Source: an optimization exercise on an open RTL-to-GDS flow (aim: small area, a short achievable clock period and few clock cycles). Production flows keep margins and buffers that such runs may drop. Only simulation tests tie the RTL to the original design; equivalence was not proved. Power figures rest on the tool's default switching activity, not on a simulated workload.

## flow/constraint.sdc

```tcl
create_clock -name core_clock -period 14.0 [get_ports {clk}]
set_input_delay 2.8000 -clock core_clock [delete_from_list [all_inputs] [get_ports {clk}]]
set_output_delay 2.8000 -clock core_clock [all_outputs]
set_load 0.01 [all_outputs]
```

## flow/design.v

```verilog
module lenet (
    input wire clk,
    input wire rst_n,
    input wire compute_start,
    output reg compute_finish,
    input wire [31:0] scale_CONV1,
    input wire [31:0] scale_CONV2,
    input wire [31:0] scale_CONV3,
    input wire [31:0] scale_FC1,
    input wire [31:0] scale_FC2,
    output reg [ 3:0] sram_weight_wea0,
    output reg [15:0] sram_weight_addr0,
    output reg [31:0] sram_weight_wdata0,
    input wire [31:0] sram_weight_rdata0,
    output reg [ 3:0] sram_weight_wea1,
    output reg [15:0] sram_weight_addr1,
    output reg [31:0] sram_weight_wdata1,
    input wire [31:0] sram_weight_rdata1,
    output reg [ 3:0] sram_act_wea0,
    output reg [15:0] sram_act_addr0,
    output reg [31:0] sram_act_wdata0,
    input wire [31:0] sram_act_rdata0,
    output reg [ 3:0] sram_act_wea1,
    output reg [15:0] sram_act_addr1,
    output reg [31:0] sram_act_wdata1,
    input wire [31:0] sram_act_rdata1
);
    reg [2:0] state, next_state;
    wire load_done, layer_done, do_store;
    wire [8*8-1:0] in_act;  
    wire [10*8-1:0] weight;  
    wire [8*8-1:0] out_act;  
    reg [9:0] scale;
    wire [7:0] wea;
    wire [9:0] load_act_addr0, load_act_addr1, store_act_addr0, store_act_addr1;
    reg in_rst_n;
    reg in_compute_start;
    reg out_compute_finish;
    reg [9:0] in_scale_CONV1, in_scale_CONV2, in_scale_CONV3, in_scale_FC1;
    wire [13:0] out_sram_weight_addr0, out_sram_weight_addr1;
    reg [31:0] in_sram_weight_rdata0, in_sram_weight_rdata1;
    wire [3:0] out_sram_act_wea0, out_sram_act_wea1;
    reg [9:0] out_sram_act_addr0, out_sram_act_addr1;
    wire [31:0] out_sram_act_wdata0, out_sram_act_wdata1;
    reg [31:0] in_sram_act_rdata0, in_sram_act_rdata1;
    always @(posedge clk) begin
        in_rst_n <= rst_n;
        in_compute_start <= compute_start;
        in_scale_CONV1 <= scale_CONV1;
        in_scale_CONV2 <= scale_CONV2;
        in_scale_CONV3 <= scale_CONV3;
        in_scale_FC1 <= scale_FC1;
        in_sram_weight_rdata0 <= sram_weight_rdata0;
        in_sram_weight_rdata1 <= sram_weight_rdata1;
        in_sram_act_rdata0 <= sram_act_rdata0;
        in_sram_act_rdata1 <= sram_act_rdata1;
        compute_finish <= out_compute_finish;
        sram_weight_wea0 <= 1'b0;  
        sram_weight_addr0 <= out_sram_weight_addr0;
        sram_weight_wdata0 <= 1'b0;  
        sram_weight_wea1 <= 1'b0;  
        sram_weight_addr1 <= out_sram_weight_addr1;
        sram_weight_wdata1 <= 1'b0;  
        sram_act_wea0 <= out_sram_act_wea0;
        sram_act_addr0 <= out_sram_act_addr0;
        sram_act_wdata0 <= out_sram_act_wdata0;
        sram_act_wea1 <= out_sram_act_wea1;
        sram_act_addr1 <= out_sram_act_addr1;
        sram_act_wdata1 <= out_sram_act_wdata1;
    end  
    reg [6*3-1:0] state_delay;  
    reg [5:0] do_store_delay;  
    reg [2:0] layer_done_delay;  
    always @(posedge clk) begin
        if(!in_rst_n) begin
            state_delay <= 1'b0;
            do_store_delay <= 1'b0;
            layer_done_delay <= 1'b0;
        end
        else begin
            state_delay <= {state_delay[14:0], state[2:0]};
            do_store_delay <= {do_store_delay[4:0], do_store};
            layer_done_delay <= {layer_done_delay[1:0], layer_done};
        end
    end
    load_act lda(
        .clk(clk),
        .rst_n(in_rst_n),
        .state(state),
        .stop(do_store_delay[0]),
        .in_act(in_act),
        .load_done(load_done),
        .sram_act_addr0(load_act_addr0), .sram_act_addr1(load_act_addr1),
        .sram_act_rdata0(in_sram_act_rdata0), .sram_act_rdata1(in_sram_act_rdata1)     
    );
    load_weight ldw(
        .clk(clk),
        .rst_n(in_rst_n),
        .state(state),
        .stop(do_store_delay[0]),
        .weight(weight),
        .sram_weight_addr0(out_sram_weight_addr0), .sram_weight_addr1(out_sram_weight_addr1),
        .sram_weight_rdata0(in_sram_weight_rdata0), .sram_weight_rdata1(in_sram_weight_rdata1)    
    );
    layer ly(
        .clk(clk),
        .rst_n(in_rst_n),
        .state(state_delay[17:12]),
        .stop(do_store_delay[5:4]),
        .weight(weight),
        .in_act(in_act),
        .scale(scale),
        .out_act(out_act),
        .wea(wea),
        .do_store(do_store),
        .layer_done(layer_done)
    );
    store sd(
        .clk(clk),
        .rst_n(in_rst_n),
        .state(state_delay[17:15]),
        .do_store(do_store),
        .out_act(out_act),
        .wea(wea),
        .sram_act_wea0(out_sram_act_wea0), .sram_act_wea1(out_sram_act_wea1),
        .sram_act_addr0(store_act_addr0), .sram_act_addr1(store_act_addr1),
        .sram_act_wdata0(out_sram_act_wdata0), .sram_act_wdata1(out_sram_act_wdata1)    
    );
    always @(posedge clk) begin
        if(!in_rst_n) state <= 3'd0;       
        else state <= next_state;        
    end
    always @(*) begin    
        if(do_store_delay[0]) begin  
            out_sram_act_addr0 = store_act_addr0;
            out_sram_act_addr1 = store_act_addr1;
        end
        else begin  
            out_sram_act_addr0 = load_act_addr0;
            out_sram_act_addr1 = load_act_addr1;
        end
        case(state)
            3'd0: begin
                next_state = in_compute_start ? 3'd1 : 3'd0;
                scale = 0;          
            end
            3'd1: begin
                next_state = load_done? 3'd2: 3'd1;   
                scale = in_scale_CONV1;
            end      
            3'd2: begin
                next_state = load_done? 3'd3: 3'd2;  
                scale = in_scale_CONV2;
            end  
            3'd3: begin
                next_state = load_done? 3'd4: 3'd3;   
                scale = in_scale_CONV3;
            end  
            3'd4: begin
                next_state = load_done? 3'd5: 3'd4;    
                scale = in_scale_FC1;
            end  
            3'd5: begin
                next_state = load_done? 3'd7: 3'd5;     
                scale = in_scale_FC1;  
            end  
            default: begin  
                next_state = layer_done_delay[2]? 3'd0: 3'd7;
                scale = 0;
            end
        endcase
        case(state)
            3'd7: out_compute_finish = layer_done_delay[2];
            default: out_compute_finish = 1'b0;    
        endcase
    end
endmodule
module load_act(
    input wire clk,
    input wire rst_n,
    input wire [2:0] state,
    input wire stop,
    output reg [8*8-1:0] in_act,  
    output reg load_done,
    output reg [9:0] sram_act_addr0, sram_act_addr1,
    input wire [31:0] sram_act_rdata0, sram_act_rdata1
);
    reg [3:0] cnt_unit1, next_cnt_unit1;
    reg [6:0] cnt_unit2, next_cnt_unit2;
    reg [9:0] cnt_unit3, next_cnt_unit3;
    reg [13:0] cnt_unit4, next_cnt_unit4;
    reg unit1_bound, unit2_bound, unit3_bound, unit4_bound;
    reg [9:0] act_idx, next_act_idx;
    reg [8*8-1:0] next_in_act;
    reg [9:0] next_act_addr0, next_act_addr1;
    reg next_load_done;
    always @(posedge clk) begin
        if (!rst_n) begin
            cnt_unit1 <= 1'b0;
            cnt_unit2 <= 1'b0;
            cnt_unit3 <= 1'b0;
            cnt_unit4 <= 1'b0;
            act_idx <= 1'b0;
            in_act <= 1'b0;
            sram_act_addr0 <= 16'b0;
            sram_act_addr1 <= 16'b1;
            load_done <= 1'b0;
        end
        else begin
            cnt_unit1 <= next_cnt_unit1;
            cnt_unit2 <= next_cnt_unit2;
            cnt_unit3 <= next_cnt_unit3;
            cnt_unit4 <= next_cnt_unit4;
            act_idx <= next_act_idx;
            in_act <= next_in_act;
            sram_act_addr0 <= next_act_addr0;
            sram_act_addr1 <= next_act_addr1;  
            load_done <= next_load_done; 
        end
    end
    always @(*) begin
        if(!stop) begin
            case(state)
                3'd1: begin
                    unit1_bound = (cnt_unit1 == 4'd6-1);
                    unit2_bound = (cnt_unit2 == 7'd42-1); 
                    unit3_bound = (cnt_unit3 == 10'd588-1); 
                    unit4_bound = (cnt_unit4 == 14'd3528-1); 
                    next_cnt_unit1 = unit1_bound? 1'b0: (cnt_unit1 + 1'b1);
                    next_cnt_unit2 = unit2_bound? 1'b0: (cnt_unit2 + 1'b1);
                    next_cnt_unit3 = unit3_bound? 1'b0: (cnt_unit3 + 1'b1);
                    next_cnt_unit4 = unit4_bound? 1'b0: (cnt_unit4 + 1'b1);
                    if(unit4_bound)
                        next_act_idx = 10'd256;  
                    else begin
                        if(unit3_bound)
                            next_act_idx = 1'b0;  
                        else begin
                            if(unit2_bound)
                                next_act_idx = act_idx + 10'd10;  
                            else
                                next_act_idx = unit1_bound? (act_idx + 1'b1): act_idx;  
                        end        
                    end   
                    next_act_addr0 = act_idx + cnt_unit1*8;  
                    next_act_addr1 = act_idx + cnt_unit1*8 + 1'b1;              
                    next_in_act = {sram_act_rdata1, sram_act_rdata0};   
                    next_load_done = unit4_bound;
                end
                3'd2: begin
                    unit1_bound = (cnt_unit1 == 4'd6-1);
                    unit2_bound = (cnt_unit2 == 7'd108-1);
                    unit3_bound = (cnt_unit3 == 10'd540-1);
                    unit4_bound = (cnt_unit4 == 14'd8640-1);
                    next_cnt_unit1 = unit1_bound? 1'b0: (cnt_unit1 + 1'b1);
                    next_cnt_unit2 = unit2_bound? 1'b0: (cnt_unit2 + 1'b1);
                    next_cnt_unit3 = unit3_bound? 1'b0: (cnt_unit3 + 1'b1);
                    next_cnt_unit4 = unit4_bound? 1'b0: (cnt_unit4 + 1'b1);
                    if(unit4_bound)
                        next_act_idx = 10'd592;  
                    else begin
                        if(unit3_bound) 
                            next_act_idx = 10'd256;  
                        else begin
                            case(cnt_unit2)
                                7'd36-1, 7'd72-1: next_act_idx = act_idx - 10'd280 + 1'b1;  
                                7'd108-1: next_act_idx = act_idx - 10'd280 + 10'd6;  
                                default: next_act_idx = unit1_bound? (act_idx + 10'd56): act_idx;  
                            endcase  
                        end   
                    end
                    next_act_addr0 = act_idx + cnt_unit1*4;  
                    next_act_addr1 = act_idx + cnt_unit1*4 + 1'b1;  
                    next_in_act = {sram_act_rdata1, sram_act_rdata0}; 
                    next_load_done = unit4_bound;
                end
                3'd3: begin
                    unit1_bound = (cnt_unit1 == 4'd5-1);  
                    unit2_bound = (cnt_unit2 == 7'd5-1);  
                    unit3_bound = (cnt_unit3 == 10'd50-1); 
                    unit4_bound = (cnt_unit4 == 14'd6000-1); 
                    next_cnt_unit1 = unit1_bound? 1'b0: (cnt_unit1 + 1'b1);
                    next_cnt_unit2 = unit2_bound? 1'b0: (cnt_unit2 + 1'b1);
                    next_cnt_unit3 = unit3_bound? 1'b0: (cnt_unit3 + 1'b1); 
                    next_cnt_unit4 = unit4_bound? 1'b0: (cnt_unit4 + 1'b1);
                    next_act_idx = unit4_bound? 10'd692: act_idx;  
                    next_act_addr0 = act_idx + cnt_unit3*2;
                    next_act_addr1 = act_idx + cnt_unit3*2 + 1'b1;  
                    next_in_act = {sram_act_rdata1, sram_act_rdata0}; 
                    next_load_done = unit4_bound;
                end
                3'd4: begin
                    unit1_bound = (cnt_unit1 == 4'd15-1);  
                    unit2_bound = (cnt_unit2 == 7'd15-1);  
                    unit3_bound = (cnt_unit3 == 10'd15-1); 
                    unit4_bound = (cnt_unit4 == 14'd1260-1);
                    next_cnt_unit1 = unit1_bound? 1'b0: (cnt_unit1 + 1'b1);
                    next_cnt_unit2 = unit2_bound? 1'b0: (cnt_unit2 + 1'b1);
                    next_cnt_unit3 = unit3_bound? 1'b0: (cnt_unit3 + 1'b1); 
                    next_cnt_unit4 = unit4_bound? 1'b0: (cnt_unit4 + 1'b1);
                    next_act_idx =  unit4_bound? 10'd722: act_idx;  
                    next_act_addr0 = act_idx + cnt_unit3*2;
                    next_act_addr1 = act_idx + cnt_unit3*2 + 1'b1;  
                    next_in_act = {sram_act_rdata1, sram_act_rdata0}; 
                    next_load_done = unit4_bound;
                end
                3'd5: begin
                    unit1_bound = (cnt_unit1 == 4'd11-1);  
                    unit2_bound = (cnt_unit2 == 7'd11-1);  
                    unit3_bound = (cnt_unit3 == 10'd11-1); 
                    unit4_bound = (cnt_unit4 == 14'd110-1);
                    next_cnt_unit1 = unit1_bound? 1'b0: (cnt_unit1 + 1'b1);
                    next_cnt_unit2 = unit2_bound? 1'b0: (cnt_unit2 + 1'b1);
                    next_cnt_unit3 = unit3_bound? 1'b0: (cnt_unit3 + 1'b1); 
                    next_cnt_unit4 = unit4_bound? 1'b0: (cnt_unit4 + 1'b1);
                    next_act_idx = act_idx;
                    next_act_addr0 = act_idx + cnt_unit3*2;
                    next_act_addr1 = act_idx + cnt_unit3*2 + 1'b1;  
                    next_in_act = {sram_act_rdata1, sram_act_rdata0}; 
                    next_load_done = unit4_bound;
                end
                default: begin
                    unit1_bound = 1'b0;
                    unit2_bound = 1'b0;
                    unit3_bound = 1'b0;
                    unit4_bound = 1'b0;
                    next_cnt_unit1 = cnt_unit1;
                    next_cnt_unit2 = cnt_unit2;
                    next_cnt_unit3 = cnt_unit3;
                    next_cnt_unit4 = cnt_unit4;
                    next_act_idx = act_idx;
                    next_act_addr0 = sram_act_addr0;
                    next_act_addr1 = sram_act_addr1;
                    next_in_act = {sram_act_rdata1, sram_act_rdata0};
                    next_load_done = load_done;
                end
            endcase
        end
        else begin
            unit1_bound = 1'b0;
            unit2_bound = 1'b0;
            unit3_bound = 1'b0;
            unit4_bound = 1'b0;
            next_cnt_unit1 = cnt_unit1;
            next_cnt_unit2 = cnt_unit2;
            next_cnt_unit3 = cnt_unit3;
            next_cnt_unit4 = cnt_unit4;
            next_act_idx = act_idx;
            next_act_addr0 = sram_act_addr0;
            next_act_addr1 = sram_act_addr1;
            next_in_act = {sram_act_rdata1, sram_act_rdata0};
            next_load_done = load_done;
        end
    end
endmodule
module load_weight (
    input wire clk,
    input wire rst_n,
    input wire [2:0] state,
    input wire stop,
    output reg [10*8-1:0] weight,  
    output reg [13:0] sram_weight_addr0, sram_weight_addr1,
    input wire [31:0] sram_weight_rdata0, sram_weight_rdata1
);
    reg [3:0] cnt_unit1, next_cnt_unit1;
    reg [5:0] cnt_unit2, next_cnt_unit2;
    reg [12:0] cnt_unit3, next_cnt_unit3;
    reg unit1_bound, unit2_bound, unit3_bound;
    reg [13:0] weight_idx, next_weight_idx;
    reg [10*8-1:0] next_weight;
    reg [13:0] next_weight_addr0, next_weight_addr1;
    always @(posedge clk) begin
        if (!rst_n) begin
            cnt_unit1 <= 1'b0;
            cnt_unit2 <= 1'b0;
            cnt_unit3 <= 1'b0;
            weight_idx <= 1'b0;
            weight <= 1'b0;
            sram_weight_addr0 <= 16'b0;
            sram_weight_addr1 <= 16'b1;
        end
        else begin
            cnt_unit1 <= next_cnt_unit1;
            cnt_unit2 <= next_cnt_unit2;
            cnt_unit3 <= next_cnt_unit3;
            weight_idx <= next_weight_idx;
            weight <= next_weight;
            sram_weight_addr0 <= next_weight_addr0;
            sram_weight_addr1 <= next_weight_addr1;   
        end
    end
    always @(*) begin
        if(!stop) begin
            case(state)
                3'd1: begin
                    unit1_bound = (cnt_unit1 == 4'd6-1);
                    unit2_bound = (cnt_unit2 == 6'd6-1);  
                    unit3_bound = (cnt_unit3 == 13'd588-1); 
                    next_cnt_unit1 = unit1_bound? 1'b0: (cnt_unit1 + 1'b1);
                    next_cnt_unit2 = unit2_bound? 1'b0: (cnt_unit2 + 1'b1);
                    next_cnt_unit3 = unit3_bound? 1'b0: (cnt_unit3 + 1'b1);
                    next_weight_idx = unit3_bound? (weight_idx + 10'd10): weight_idx;  
                    next_weight_addr0 = unit1_bound? sram_weight_addr0: (weight_idx + cnt_unit1*2);  
                    next_weight_addr1 = unit1_bound? sram_weight_addr1: (weight_idx + cnt_unit1*2 + 1'b1);                       
                end 
                3'd2: begin
                    unit1_bound = (cnt_unit1 == 4'd6-1);
                    unit2_bound = (cnt_unit2 == 6'd36-1);
                    unit3_bound = (cnt_unit3 == 13'd540-1);
                    next_cnt_unit1 = unit1_bound? 1'b0: (cnt_unit1 + 1'b1);
                    next_cnt_unit2 = unit2_bound? 1'b0: (cnt_unit2 + 1'b1);
                    next_cnt_unit3 = unit3_bound? 1'b0: (cnt_unit3 + 1'b1);
                    if(unit3_bound)
                        next_weight_idx = weight_idx + 10'd10;  
                    else begin
                        if(unit2_bound)
                            next_weight_idx = weight_idx - 10'd50;  
                        else
                            next_weight_idx = unit1_bound? (weight_idx + 10'd10): weight_idx;  
                    end
                    next_weight_addr0 = unit1_bound? sram_weight_addr0: (weight_idx + cnt_unit1*2);  
                    next_weight_addr1 = unit1_bound? sram_weight_addr1: (weight_idx + cnt_unit1*2 + 1'b1);                           
                end
                3'd3: begin
                    unit1_bound = (cnt_unit1 == 4'd6-1);  
                    unit2_bound = (cnt_unit2 == 6'd6-1);  
                    unit3_bound = (cnt_unit3 == 13'd6000-1);
                    next_cnt_unit1 = unit1_bound? 1'b0: (cnt_unit1 + 1'b1);
                    next_cnt_unit2 = unit2_bound? 1'b0: (cnt_unit2 + 1'b1);
                    next_cnt_unit3 = unit3_bound? 1'b0: (cnt_unit3 + 1'b1);
                    next_weight_idx = unit3_bound? 16'd13020: weight_idx;  
                    next_weight_addr0 = weight_idx + cnt_unit3*2;
                    next_weight_addr1 = weight_idx + cnt_unit3*2 + 1'b1;                           
                end
                3'd4: begin
                    unit1_bound = (cnt_unit1 == 4'd6-1);  
                    unit2_bound = (cnt_unit2 == 6'd6-1);  
                    unit3_bound = (cnt_unit3 == 13'd1260-1);
                    next_cnt_unit1 = unit1_bound? 1'b0: (cnt_unit1 + 1'b1);
                    next_cnt_unit2 = 1'b0;
                    next_cnt_unit3 = unit3_bound? 1'b0: (cnt_unit3 + 1'b1);
                    next_weight_idx = unit3_bound? 16'd15540: weight_idx;  
                    next_weight_addr0 = weight_idx + cnt_unit3*2;
                    next_weight_addr1 = weight_idx + cnt_unit3*2 + 1'b1;                           
                end
                3'd5: begin
                    unit1_bound = (cnt_unit1 == 4'd11-1);
                    unit2_bound = (cnt_unit2 == 6'd1-1);
                    unit3_bound = (cnt_unit3 == 13'd110-1);  
                    next_cnt_unit1 = unit1_bound? 1'b0: (cnt_unit1 + 1'b1);
                    next_cnt_unit2 = unit1_bound? (cnt_unit2 + 1'b1): cnt_unit2;
                    next_cnt_unit3 = unit3_bound? 1'b0: (cnt_unit3 + 1'b1);
                    next_weight_idx = unit1_bound? (weight_idx + 16'd21): weight_idx;
                    next_weight_addr0 = weight_idx + cnt_unit1*2;
                    next_weight_addr1 = unit1_bound? (16'd15750 + cnt_unit2): (weight_idx + cnt_unit1*2 + 1'b1);  
                end
                default: begin
                    unit1_bound = 1'b0;
                    unit2_bound = 1'b0;
                    unit3_bound = 1'b0;
                    next_cnt_unit1 = cnt_unit1;
                    next_cnt_unit2 = cnt_unit2;
                    next_cnt_unit3 = cnt_unit3;
                    next_weight_idx = weight_idx;
                    next_weight_addr0 = sram_weight_addr0;
                    next_weight_addr1 = sram_weight_addr1;
                end
            endcase
        end
        else begin
            unit1_bound = 1'b0;
            unit2_bound = 1'b0;
            unit3_bound = 1'b0;
            next_cnt_unit1 = cnt_unit1;
            next_cnt_unit2 = cnt_unit2;
            next_cnt_unit3 = cnt_unit3;
            next_weight_idx = weight_idx;
            next_weight_addr0 = sram_weight_addr0;
            next_weight_addr1 = sram_weight_addr1;
        end
        case(state)
            3'd1, 3'd2: next_weight = {weight[39:0], sram_weight_rdata1[7:0], sram_weight_rdata0};
            3'd3, 3'd4, 3'd5, 3'd7: next_weight = {16'b0, sram_weight_rdata1, sram_weight_rdata0};
            default: next_weight = weight;
        endcase
    end
endmodule
module layer (
    input wire clk,
    input wire rst_n,
    input wire [5:0] state,  
    input wire [1:0] stop,  
    input wire [10*8-1:0] weight,  
    input wire [8*8-1:0] in_act,  
    input wire [9:0] scale,
    output reg [8*8-1:0] out_act,  
    output reg [7:0] wea,
    output reg do_store,
    output reg layer_done
);
    reg [8:0] cnt_unit1, next_cnt_unit1;
    reg [13:0] cnt_unit2, next_cnt_unit2;
    reg [8*32-1:0] psum;  
    wire [8*32-1:0] next_psum;  
    wire [2*32-1:0] max;  
    wire [2*8-1:0] cur_out_act;  
    reg [8*8-1:0] next_out_act;  
    reg [7:0] next_wea;
    reg next_layer_done, next_do_store;
    mul_iw mul1(  
        .clk(clk),
        .rst_n(rst_n),
        .state(state[2:0]),  
        .stop(stop[0]),
        .psum(psum),  
        .weight(weight),
        .in_act(in_act),
        .next_psum(next_psum)  
    );
    comparator cmp1(  
        .in({psum[191:128], psum[63:0]}),  
        .max(max[31:0])  
    ); 
    comparator cmp2(  
        .in({psum[255:192], psum[127:64]}),  
        .max(max[63:32])  
    );  
    rqc r1(  
        .in(max[31:0]),  
        .scale(scale),
        .out(cur_out_act[7:0])  
    );
    rqc r2(  
        .in(max[63:32]),  
        .scale(scale),
        .out(cur_out_act[15:8])  
    );
    always @(posedge clk) begin
        if(!rst_n) begin
            cnt_unit1 <= 1'b0;
            cnt_unit2 <= 1'b0;
            psum <= 1'b0;
            out_act <= 1'b0;
            wea <= 1'b0;
            do_store <= 1'b0;
            layer_done <= 1'b0;
        end
        else begin
            cnt_unit1 <= next_cnt_unit1;
            cnt_unit2 <= next_cnt_unit2;
            psum <= next_psum;
            out_act <= next_out_act;
            wea <= next_wea;
            do_store <= next_do_store;
            layer_done <= next_layer_done;
        end
    end
    always @(*) begin
        next_out_act = out_act;
        if(!stop[1]) begin
            case(state[5:3])  
                3'd1: begin 
                    next_cnt_unit1 = (cnt_unit1 == 9'd42-1)? 1'b0: (cnt_unit1 + 1'b1);
                    next_cnt_unit2 = (cnt_unit2 == 14'd3528-1)? 1'b0: (cnt_unit2 + 1'b1);
                    case(cnt_unit1)
                        9'd6-1, 9'd30-1: next_out_act = {48'b0, cur_out_act};
                        9'd12-1, 9'd36-1: next_out_act[31:16] = cur_out_act;
                        9'd18-1, 9'd42-1: next_out_act[47:32] = cur_out_act;
                        9'd24-1: next_out_act[63:48] = cur_out_act;
                    endcase
                    next_do_store = (cnt_unit1 == 9'd24-1) | (cnt_unit1 == 9'd42-1);
                    next_layer_done = (cnt_unit2 == 14'd3528-1);
                    next_wea = 8'b1111_1111;
                end
                3'd2: begin
                    next_cnt_unit1 = (cnt_unit1 == 9'd432-1)? 1'b0: (cnt_unit1 + 1'b1);
                    next_cnt_unit2 = (cnt_unit2 == 14'd8640-1)? 1'b0: (cnt_unit2 + 1'b1);
                    case(cnt_unit1)
                        9'd36-1: next_out_act = {48'b0, cur_out_act};
                        9'd72-1: next_out_act[31:16] = cur_out_act;
                        9'd108-1: next_out_act[39:32] = cur_out_act[7:0];
                        9'd144-1: next_out_act = {40'b0, cur_out_act, 8'b0};
                        9'd180-1: next_out_act[39:24] = cur_out_act;
                        9'd216-1: next_out_act[47:40] = cur_out_act[7:0];
                        9'd252-1: next_out_act = {32'b0, cur_out_act, 16'b0};
                        9'd288-1: next_out_act[47:32] = cur_out_act;
                        9'd324-1: next_out_act[55:48] = cur_out_act[7:0];
                        9'd360-1: next_out_act = {24'b0, cur_out_act, 24'b0};
                        9'd396-1: next_out_act[55:40] = cur_out_act;
                        9'd432-1: next_out_act[63:56] = cur_out_act[7:0];
                    endcase
                    case(cnt_unit1)
                        9'd108-1: next_wea = 8'b0001_1111;
                        9'd216-1: next_wea = 8'b0011_1110;
                        9'd324-1: next_wea = 8'b0111_1100;
                        9'd432-1: next_wea = 8'b1111_1000;
                        default: next_wea = 8'b0000_0000;
                    endcase
                    next_do_store = (cnt_unit1 == 9'd108-1) | (cnt_unit1 == 9'd216-1) | (cnt_unit1 == 9'd324-1) | (cnt_unit1 == 9'd432-1);
                    next_layer_done = (cnt_unit2 == 14'd8640-1);
                end
                3'd3: begin
                    next_cnt_unit1 = (cnt_unit1 == 9'd400-1)? 1'b0: (cnt_unit1 + 1'b1);
                    next_cnt_unit2 = (cnt_unit2 == 14'd6000-1)? 1'b0: (cnt_unit2 + 1'b1);
                    case(cnt_unit1)
                        9'd50-1: next_out_act[7:0] = cur_out_act[7:0];
                        9'd100-1: next_out_act[15:8] = cur_out_act[7:0];
                        9'd150-1: next_out_act[23:16] = cur_out_act[7:0];
                        9'd200-1: next_out_act[31:24] = cur_out_act[7:0];
                        9'd250-1: next_out_act[39:32] = cur_out_act[7:0];
                        9'd300-1: next_out_act[47:40] = cur_out_act[7:0];
                        9'd350-1: next_out_act[55:48] = cur_out_act[7:0];
                        9'd400-1: next_out_act[63:56] = cur_out_act[7:0];
                    endcase
                    next_wea = 8'b1111_1111;
                    next_do_store = (cnt_unit1 == 9'd400-1);
                    next_layer_done = (cnt_unit2 == 14'd6000-1);
                end
                3'd4: begin
                    next_cnt_unit1 = ((cnt_unit1 == 9'd120-1) | (cnt_unit2 == 14'd1260-1))? 1'b0: (cnt_unit1 + 1'b1);
                    next_cnt_unit2 = (cnt_unit2 == 14'd1260-1)? 1'b0: (cnt_unit2 + 1'b1);
                    case(cnt_unit1)
                        9'd15-1: next_out_act[7:0] = cur_out_act[7:0];
                        9'd30-1: next_out_act[15:8] = cur_out_act[7:0];
                        9'd45-1: next_out_act[23:16] = cur_out_act[7:0];
                        9'd60-1: next_out_act[31:24] = cur_out_act[7:0];
                        9'd75-1: next_out_act[39:32] = cur_out_act[7:0];
                        9'd90-1: next_out_act[47:40] = cur_out_act[7:0];
                        9'd105-1: next_out_act[55:48] = cur_out_act[7:0];
                        9'd120-1: next_out_act[63:56] = cur_out_act[7:0];
                    endcase
                    next_wea = (cnt_unit2 == 14'd1260-1)? 8'b0000_1111: 8'b1111_1111;
                    next_do_store = (cnt_unit1 == 9'd120-1) | (cnt_unit2 == 14'd1260-1);
                    next_layer_done = (cnt_unit2 == 14'd1260-1);
                end
                3'd5: begin
                    next_cnt_unit1 = (cnt_unit1 == 9'd22-1)? 1'b0: (cnt_unit1 + 1'b1);
                    next_cnt_unit2 = (cnt_unit2 == 14'd110-1)? 1'b0: (cnt_unit2 + 1'b1);
                    case(cnt_unit1)
                        9'd11-2: next_out_act[31:0] = next_psum[31:0];
                        9'd22-2: next_out_act[63:32] = next_psum[31:0];
                    endcase
                    next_wea = 8'b1111_1111;
                    next_do_store = (cnt_unit1 == 9'd22-2);
                    next_layer_done = (cnt_unit2 == 14'd110-2);
                end
                default: begin
                    next_cnt_unit1 = cnt_unit1;
                    next_cnt_unit2 = cnt_unit2;
                    next_do_store = do_store;
                    next_layer_done = layer_done;
                    next_wea = wea;
                end
            endcase
        end
        else begin
            next_cnt_unit1 = cnt_unit1;
            next_cnt_unit2 = cnt_unit2;
            next_do_store = do_store;
            next_layer_done = layer_done;
            next_wea = wea;
        end
    end
endmodule
module mul_iw(
    input wire clk,
    input wire rst_n,
    input wire [2:0] state,
    input wire stop,
    input wire [8*32-1:0] psum,  
    input wire [10*8-1:0] weight,  
    input wire [8*8-1:0] in_act,  
    output reg [8*32-1:0] next_psum  
);
    integer i;
    reg [5:0] cnt_unit1, next_cnt_unit1;
    always @(posedge clk) begin
        if(!rst_n) begin
            cnt_unit1 <= 1'b0;
        end
        else begin
            cnt_unit1 <= next_cnt_unit1;
        end
    end
    always @(*) begin
        if(!stop) begin
            case(state)
                3'd1: next_cnt_unit1 = (cnt_unit1 == 6'd6-1)? 1'b0: (cnt_unit1 + 1'b1);
                3'd2: next_cnt_unit1 = (cnt_unit1 == 6'd36-1)? 1'b0: (cnt_unit1 + 1'b1);
                3'd3: next_cnt_unit1 = (cnt_unit1 == 6'd50-1)? 1'b0: (cnt_unit1 + 1'b1);
                3'd4: next_cnt_unit1 = (cnt_unit1 == 6'd15-1)? 1'b0: (cnt_unit1 + 1'b1);
                3'd5: next_cnt_unit1 = (cnt_unit1 == 6'd11-1)? 1'b0: (cnt_unit1 + 1'b1);
                default: next_cnt_unit1 = cnt_unit1;
            endcase
            case(state)
                3'd1, 3'd2: begin
                    case(cnt_unit1)
                        6'd0: begin
                            for(i = 0; i < 4; i = i+1) begin
                                next_psum[i*32 +: 32] = ($signed(in_act[i*8 +: 8])*$signed(weight[7:0]) + $signed(in_act[(i+1)*8 +: 8])*$signed(weight[15:8])) + 
                                                        ($signed(in_act[(i+2)*8 +: 8])*$signed(weight[23:16]) + $signed(in_act[(i+3)*8 +: 8])*$signed(weight[31:24])) + 
                                                        $signed(in_act[(i+4)*8 +: 8])*$signed(weight[39:32]);
                            end
                            next_psum[32*8-1:32*4] = 1'b0;
                        end
                        6'd6, 6'd12, 6'd18, 6'd24, 6'd30: begin
                            for(i = 0; i < 4; i = i+1) begin
                                next_psum[i*32 +: 32] = ($signed(in_act[i*8 +: 8])*$signed(weight[7:0]) + $signed(in_act[(i+1)*8 +: 8])*$signed(weight[15:8])) + 
                                                        ($signed(in_act[(i+2)*8 +: 8])*$signed(weight[23:16]) + $signed(in_act[(i+3)*8 +: 8])*$signed(weight[31:24])) + 
                                                        $signed(in_act[(i+4)*8 +: 8])*$signed(weight[39:32]) + $signed(psum[i*32 +: 32]);
                            end
                            next_psum[32*8-1:32*4] = psum[32*8-1:32*4];
                        end
                        6'd5, 6'd11, 6'd17, 6'd23, 6'd29, 6'd35: begin
                            next_psum[32*4-1:0] = psum[32*4-1:0];
                            for(i = 0; i < 4; i = i+1) begin
                                next_psum[(i+4)*32 +: 32] = ($signed(in_act[i*8 +: 8])*$signed(weight[47:40]) + $signed(in_act[(i+1)*8 +: 8])*$signed(weight[55:48])) + 
                                                            ($signed(in_act[(i+2)*8 +: 8])*$signed(weight[63:56]) + $signed(in_act[(i+3)*8 +: 8])*$signed(weight[71:64])) + 
                                                            $signed(in_act[(i+4)*8 +: 8])*$signed(weight[79:72]) + $signed(psum[(i+4)*32 +: 32]);
                            end
                        end
                        default: begin
                            for(i = 0; i < 4; i = i+1) begin
                                next_psum[i*32 +: 32] = ($signed(in_act[i*8 +: 8])*$signed(weight[7:0]) + $signed(in_act[(i+1)*8 +: 8])*$signed(weight[15:8])) + 
                                                        ($signed(in_act[(i+2)*8 +: 8])*$signed(weight[23:16]) + $signed(in_act[(i+3)*8 +: 8])*$signed(weight[31:24])) + 
                                                        $signed(in_act[(i+4)*8 +: 8])*$signed(weight[39:32]) + $signed(psum[i*32 +: 32]);
                            end
                            for(i = 0; i < 4; i = i+1) begin
                                next_psum[(i+4)*32 +: 32] = ($signed(in_act[i*8 +: 8])*$signed(weight[47:40]) + $signed(in_act[(i+1)*8 +: 8])*$signed(weight[55:48])) + 
                                                            ($signed(in_act[(i+2)*8 +: 8])*$signed(weight[63:56]) + $signed(in_act[(i+3)*8 +: 8])*$signed(weight[71:64])) + 
                                                            $signed(in_act[(i+4)*8 +: 8])*$signed(weight[79:72]) + $signed(psum[(i+4)*32 +: 32]);
                            end
                        end
                    endcase
                end
                3'd3, 3'd4: begin
                    next_psum[255:32] = 1'b0;
                    case(cnt_unit1)
                        6'd0: begin
                            next_psum[31:0] = (($signed(in_act[7:0])*$signed(weight[7:0]) + $signed(in_act[15:8])*$signed(weight[15:8])) +
                                            ($signed(in_act[23:16])*$signed(weight[23:16]) + $signed(in_act[31:24])*$signed(weight[31:24]))) + 
                                            (($signed(in_act[39:32])*$signed(weight[39:32]) + $signed(in_act[47:40])*$signed(weight[47:40])) + 
                                            ($signed(in_act[55:48])*$signed(weight[55:48]) + $signed(in_act[63:56])*$signed(weight[63:56])));
                        end
                        default: begin
                            next_psum[31:0] = (($signed(in_act[7:0])*$signed(weight[7:0]) + $signed(in_act[15:8])*$signed(weight[15:8])) +
                                            ($signed(in_act[23:16])*$signed(weight[23:16]) + $signed(in_act[31:24])*$signed(weight[31:24]))) + 
                                            (($signed(in_act[39:32])*$signed(weight[39:32]) + $signed(in_act[47:40])*$signed(weight[47:40])) + 
                                            ($signed(in_act[55:48])*$signed(weight[55:48]) + $signed(in_act[63:56])*$signed(weight[63:56]))) +
                                            $signed(psum[31:0]);
                        end
                    endcase
                end
                3'd5: begin
                    next_psum[255:32] = 1'b0;
                    case(cnt_unit1)
                        6'd0: begin
                            next_psum[31:0] = (($signed(in_act[7:0])*$signed(weight[7:0]) + $signed(in_act[15:8])*$signed(weight[15:8])) +
                                            ($signed(in_act[23:16])*$signed(weight[23:16]) + $signed(in_act[31:24])*$signed(weight[31:24]))) + 
                                            (($signed(in_act[39:32])*$signed(weight[39:32]) + $signed(in_act[47:40])*$signed(weight[47:40])) + 
                                            ($signed(in_act[55:48])*$signed(weight[55:48]) + $signed(in_act[63:56])*$signed(weight[63:56])));
                        end
                        6'd11-1: begin  
                            next_psum[31:0] = (($signed(in_act[7:0])*$signed(weight[7:0]) + $signed(in_act[15:8])*$signed(weight[15:8])) +
                                            ($signed(in_act[23:16])*$signed(weight[23:16]) + $signed(in_act[31:24])*$signed(weight[31:24]))) +
                                            $signed(psum[31:0]) + $signed(weight[63:32]);
                        end
                        default: begin
                            next_psum[31:0] = (($signed(in_act[7:0])*$signed(weight[7:0]) + $signed(in_act[15:8])*$signed(weight[15:8])) +
                                            ($signed(in_act[23:16])*$signed(weight[23:16]) + $signed(in_act[31:24])*$signed(weight[31:24]))) + 
                                            (($signed(in_act[39:32])*$signed(weight[39:32]) + $signed(in_act[47:40])*$signed(weight[47:40])) + 
                                            ($signed(in_act[55:48])*$signed(weight[55:48]) + $signed(in_act[63:56])*$signed(weight[63:56]))) +
                                            $signed(psum[31:0]);
                        end
                    endcase
                end
                default: next_psum = psum;
            endcase
        end
        else begin
            next_psum = psum;
            next_cnt_unit1 = cnt_unit1;
        end
    end
endmodule
module comparator(  
    input wire [4*32-1:0] in,  
    output reg [31:0] max  
);  
    always @(*) begin
        if($signed(in[31:0]) > $signed(in[63:32])) begin
            if($signed(in[95:64]) > $signed(in[127:96]))
                max = ($signed(in[31:0]) > $signed(in[95:64]))? $signed(in[31:0]): $signed(in[95:64]);
            else
                max = ($signed(in[31:0]) > $signed(in[127:96]))? $signed(in[31:0]): $signed(in[127:96]);
        end
        else begin
            if($signed(in[95:64]) > $signed(in[127:96]))
                max = ($signed(in[63:32]) > $signed(in[95:64]))? $signed(in[63:32]): $signed(in[95:64]);
            else
                max = ($signed(in[63:32]) > $signed(in[127:96]))? $signed(in[63:32]): $signed(in[127:96]);
        end
    end
endmodule
module rqc(  
    input wire [31:0] in,  
    input [9:0] scale,
    output reg [7:0] out  
);
    reg [31:0] quant;
    always @(*) begin
        if($signed(in) > 0) begin  
            quant = ($signed(scale) * $signed(in)) >>> 16;  
            out = (quant > 32'h7f)? 8'h7f: quant[7:0];  
        end
        else begin
            quant = 32'b0;
            out = 8'b0;
        end
    end
endmodule
module store(
    input wire clk,
    input wire rst_n,
    input wire [2:0] state,
    input wire do_store,
    input wire [8*8-1:0] out_act,  
    input wire [7:0] wea,
    output reg [3:0] sram_act_wea0, sram_act_wea1,
    output reg [9:0] sram_act_addr0, sram_act_addr1,
    output reg [31:0] sram_act_wdata0, sram_act_wdata1
);
    reg [3:0] next_act_wea0, next_act_wea1;
    reg [9:0] next_act_addr0, next_act_addr1;
    reg [31:0] next_sram_act_wdata0, next_sram_act_wdata1;
    always @(posedge clk) begin
        if(!rst_n) begin
            sram_act_wea0 <= 4'b0;
            sram_act_wea1 <= 4'b0;
            sram_act_addr0 <= 16'd0; 
            sram_act_addr1 <= 16'd0;
            sram_act_wdata0 <= 32'b0;
            sram_act_wdata1 <= 32'b0;
        end
        else begin
            sram_act_wea0 <= next_act_wea0;
            sram_act_wea1 <= next_act_wea1;
            sram_act_addr0 <= next_act_addr0; 
            sram_act_addr1 <= next_act_addr1; 
            sram_act_wdata0 <= next_sram_act_wdata0;
            sram_act_wdata1 <= next_sram_act_wdata1;
        end
    end
    always @(*) begin
        if(do_store) begin
            next_act_wea0 = wea[3:0];
            next_act_wea1 = wea[7:4]; 
            next_sram_act_wdata0 = out_act[31:0];
            next_sram_act_wdata1 = out_act[63:32];
            case(state)
                3'd1, 3'd3, 3'd4: begin                 
                    next_act_addr0 = sram_act_addr0 + 2'd2;
                    next_act_addr1 = sram_act_addr1 + 2'd2;      
                end
                3'd2: begin
                    case(wea) 
                        8'b0001_1111: begin
                            next_act_addr0 = sram_act_addr0 + 2'd2;
                            next_act_addr1 = sram_act_addr1 + 2'd2; 
                        end
                        default: begin
                            next_act_addr0 = sram_act_addr0 + 2'd1;
                            next_act_addr1 = sram_act_addr1 + 2'd1; 
                        end
                    endcase                   
                end
                3'd5: begin
                    if(sram_act_addr0 == 16'd742) begin  
                        next_act_addr0 = sram_act_addr0 + 2'd1;
                        next_act_addr1 = sram_act_addr1 + 2'd1; 
                    end
                    else begin
                        next_act_addr0 = sram_act_addr0 + 2'd2;
                        next_act_addr1 = sram_act_addr1 + 2'd2; 
                    end
                end
                default: begin                   
                    next_act_addr0 = sram_act_addr0;
                    next_act_addr1 = sram_act_addr1; 
                end
            endcase
        end
        else begin
            next_act_wea0 = 4'b0;
            next_act_wea1 = 4'b0;
            next_sram_act_wdata0 = 1'b0;
            next_sram_act_wdata1 = 1'b0;
            next_act_addr0 = (state == 3'd0)? 16'd256-2: sram_act_addr0;
            next_act_addr1 = (state == 3'd0)? 16'd257-2: sram_act_addr1;
        end
    end
endmodule
```

## flow/config.mk

```make
export PLATFORM = sky130hd
export DESIGN_NAME = lenet
export DESIGN_NICKNAME = lenet
export VERILOG_FILES = /design/flow/design.v
export SDC_FILE = /design/flow/constraint.sdc
export NUM_CORES = 4
export LEC_CHECK = 0
export CAP_MARGIN = 20
export CORE_MARGIN = 2
export CORE_UTILIZATION = 40
export SLEW_MARGIN = 20
```

## flow/run.sh

```bash
#!/bin/bash
# synth_recipe.tcl (not shown) runs the flow's synth.tcl, then flattens the netlist and writes it again
# the make line also repeats each setting of config.mk as NAME=value (left out here)
make -C /OpenROAD-flow-scripts/flow DESIGN_CONFIG=/design/flow/config.mk WORK_HOME=/design/flow/orfs CLKGATE_MAP_FILE= SYNTH_SCRIPT=/design/flow/synth_recipe.tcl finish
```

==> summary.txt <==
-- metrics by stage --
stage / power [mW] / area [µm²] / setup TNS, ns / util, %
floorplan: 28.5 / 208000 / 0 / -
global placement: 44.1 / 221000 / -0.213 / 42.7
detailed placement: 44.6 / 221000 / -0.476 / 42.7
CTS: 48.8 / 225000 / 0 / 43.6
global route: 53.9 / 226000 / -0.276 / 43.7
finish: 49.9 / 226000 / 0 / 43.7
-- final cells by class --
type	instances	area (µm²)	area share, %
multi-input combinational	16707	166000	73.5
sequential	1047	21200	9.36
inverter	4607	17300	7.66
tap	6916	8650	3.83
timing repair buffer	929	7930	3.51
clock buffer	188	4020	1.78
clock inverter	64	783	0.347
antenna	25	62.6	0.0277
-- power by group through the flow --
stage                     Sequential (mW)  Combinational [mW]  Clock, mW
final                                3.30                42.7       3.93
after global routing                 3.31                46.5       4.12
after CTS                            3.30                41.5       4.04
after detailed placement             3.36                41.2          0
after global placement               3.36                40.7          0
after floorplan                      3.19                25.3          0
-- cell usage after synthesis (29+ instances only) --
| cell | number | area share, % |
|---|---|---|
| o21ai_0 | 677 | 1.6 |
| or2_2 | 35 | 0.11 |
| xor2_1 | 253 | 1.1 |
| nor2b_1 | 103 | 0.31 |
| clkbuf_1 | 940 | 1.7 |
| o22ai_1 | 68 | 0.20 |
| dfxtp_1 | 1047 | 10 |
| and2_1 | 1530 | 4.6 |
| a221oi_1 | 67 | 0.28 |
| a41oi_1 | 42 | 0.18 |
| fa_1 | 3855 | 37 |
| and3_1 | 141 | 0.42 |
| ha_1 | 2113 | 13 |
| mux2_2 | 43 | 0.23 |
| a31oi_1 | 81 | 0.24 |
| nand2b_1 | 327 | 0.99 |
| buf_4 | 89 | 0.32 |
| a21boi_0 | 34 | 0.12 |
| xnor2_1 | 695 | 2.9 |
| mux2i_1 | 55 | 0.27 |
| nor3_1 | 239 | 0.58 |
| a211oi_1 | 103 | 0.37 |
| or3_1 | 56 | 0.17 |
| o31ai_1 | 54 | 0.20 |
| inv_1 | 4602 | 8.3 |
| a21o_1 | 221 | 0.80 |
| o21a_1 | 75 | 0.27 |
| o211ai_1 | 90 | 0.33 |
| nand2_1 | 2187 | 4.0 |
| nor2_1 | 1229 | 2.2 |
| a21oi_1 | 969 | 2.3 |
| nor4_1 | 61 | 0.18 |
| nand4_1 | 125 | 0.38 |
| buf_1 | 47 | 0.085 |
| o21bai_1 | 149 | 0.54 |
| a2111oi_0 | 33 | 0.14 |
| nand3_1 | 222 | 0.54 |
| a22oi_1 | 186 | 0.67 |
| o221ai_1 | 29 | 0.12 |
-- per-layer routing --
metal | vias up | global-route usage [%] | part of all wire (%)
li1 | 73195 | - | -
met1 | 82156 | 37.7 | 42
met2 | 6818 | 41.9 | 42
met3 | 1282 | 6.72 | 9.5
met4 | 24 | 13.8 | 6.1
met5 | - | 0 | 0.022
-- registers in the layout, indices dropped and copies added, names as in the netlist, 14 cells and up --
signal / flops
in_sram_weight_rdata1: 32
sram_weight_addr0: 14
ly.psum: 256
in_sram_weight_rdata0: 32
lda.in_act: 64
ly.out_act: 64
lda.cnt_unit4: 14
sram_weight_addr1: 14
ldw.sram_weight_addr0: 14
sd.sram_act_wdata0: 32
state_delay: 18
sram_act_wdata0: 32
in_sram_act_rdata1: 32
ldw.weight_idx: 14
ldw.weight: 80
ldw.sram_weight_addr1: 14
sram_act_wdata1: 32
ly.cnt_unit2: 14
in_sram_act_rdata0: 32
sd.sram_act_wdata1: 32
-- critical path, delay by kind of cell, from the launching register on --
| kind | cells | cell delay, ns |
|---|---|---|
| AOI/OAI and AO/OA | 21 | 3.53 |
| xor gates and xnor gates | 3 | 0.56 |
| adders and majority gates | 14 | 5.90 |
| buffers and inverters | 14 | 1.94 |
| DFF | 1 | 0.41 |
| and+or+nand+nor | 5 | 0.97 |
-- cell families after synthesis --
| group | count (synthesis) | synth area share, % |
|---|---|---|
| and+or+nand+nor | 6368 | 14.9 |
| adders and majority gates | 5968 | 49.9 |
| buffers and inverters | 5698 | 10.5 |
| AOI/OAI and AO/OA | 3223 | 9.97 |
| DFF | 1047 | 10.1 |
| xor gates and xnor gates | 960 | 4.13 |
| muxes | 100 | 0.516 |
| other | 1 | 0.00181 |
-- final timing paths --
kind	start	end
hold / removal	sd.sram_act_wdata0[28]$_SDFF_PN0_	sram_act_wdata0[28]$_DFF_P_
setup reg to reg	lda.in_act[11]$_SDFF_PN0_	ly.out_act[62]$_SDFFE_PN0P_
hold reg to reg	sd.sram_act_wdata0[28]$_SDFF_PN0_	sram_act_wdata0[28]$_DFF_P_
setup / recovery	lda.in_act[11]$_SDFF_PN0_	ly.out_act[62]$_SDFFE_PN0P_
-- what timing repair did --
item,CTS,global route
buffers inserted,0,2
pin swaps,0,23
resized for setup,3,73
endpoints found under the setup margin,4,24
==> summary.txt <==
post-synthesis sequential area ratio 10.1%; worst min path class reg -> reg; Psw 28.2 mW; Seq pwr share 6.6%; cts bufs inserted 144; reg-to-reg setup timing slack around 0.57 ns; Reg clk slew, reported paths 0.06 ns; Bufs on Longest Clock Path 4; DIE HEIGHT about 720 µm; fill cell count 50560; average size of a mapped cell 8.89 µm²; Layout Nets about 30000; share of post-route cells with drive strength above 1 5.20%; Clock Power Share 7.9%; Pint 21.7 mW; GRT Total Usage 27.9%; CTS tree done; Register-to-Register Path Depth 57; Worst Hold Path Cells 0; Area Growth Syn to Fin 8.81%; CTS Root Cell clkbuf_16; dpl hpwl between 500000 and 600000 µm; result of the run timing/DRC/antenna clean; Achievable Freq 74.5 MHz; Pleak 103 nW; number of distinct library cells after synthesis roughly 110; initial antenna violation count between 40 and 50; crit path DAT 14.22 ns; yosys warns 8; ANT nets after route 0; routed vias approximately 160k; main flop type after synthesis dfxtp_1; GPL Wtd Cong 0.974; IR drop worst, VDD between 0.4 and 0.5 mV; combinational group share of total power 85.5%; Yosys reg bits 1047; Period minus WS final around 13 ns; num ports 500; Setup WS pre-CTS -0.199 ns; Skew-Pair Late Insertion Delay 0.93 ns; WL/cell 24.1 µm; vias in the first global route 167405; H-tree depth reported by CTS 4; Final Max Tran Viols 0; CP max FO 26; floorplan row count roughly 260; Startpoint Class flip-flop; final non-filler cell total 30483; Initial Util 40.2%; clock tree sinks ~1000; Via density 5.36; CP Class reg -> reg; GRT overflow 0; Sw Share 56.6%; Power Dens Cells 221 nW/µm²; Final Hold Fails 0; Post-synth EDFFs 0; worst endpoint required time 14.80 ns; Setup crit end kind flip-flop; first-pass iteration count of the detailed router 10; ys async rst share 0%; dpl cells 30203; Post-Syn Instances 23365; core area between 500000 and 600000 µm²; Final WS setup 0.574 ns; slowest stage delay, CP 0.55 ns; final worst path period share 95.9%; cell repeated most along the worst path fa_1; slowest CP cell fa_1; slew of the pin with the lowest slew margin 1.37 ns; Post-Syn Area around 210000 µm²; number of remaining DRC errors 0; Max-Slew Margin vs Limit 8.47%; Max Cap Violations 0; first-pass GRT wire length between 1000000 and 1500000 µm; most common cell after layout, fill and taps aside inv_1; Starting DRT DRC Count 13867; largest net degree at the start of global routing roughly 90; I/O Buffers 291; die area 525000 µm²; Setup-failing EPs final 0; hold_buf cts 0; most frequent cells in the layout inv_1, fa_1, nand2_1, ha_1, and2_1; total wire length 734000 µm; Die Wd roughly 720 µm; Setup Skew 0.118 ns; hold slack roughly 0.32 ns
Testbench counts, summed over its fixed seeds: cycles 475,968.

separate check: timing with driven ports:
In the flow no input, the clock included, has a driving cell. The finished layout below was timed again as built, in two steps.
Step 1: set_driving_cell puts a clkbuf_16 on clk and a buf_2 on each other input, an assumption about the parent block.
Step 2 times the ports against the registers' clock, not the clock port: input delays grow and output delays shrink by t, the midpoint of the rising clock arrivals with the driver on.
Slacks: ideal ports / drivers / drivers and shift; pairs: ideal ports / drivers.
t, ns: 1.014
setup slack, ns: 0.574 / 0.574 / 0.574
latest minus earliest clock arrival (ns): 0.119 / 0.119
worst slew at a driven data input, ns: 0.11
cell pins on the clock port's net: 1
After both steps this run still meets setup and hold. For this run, drivers alone change the setup slack by 0.000 ns; drivers and shift together by 0.000 ns.
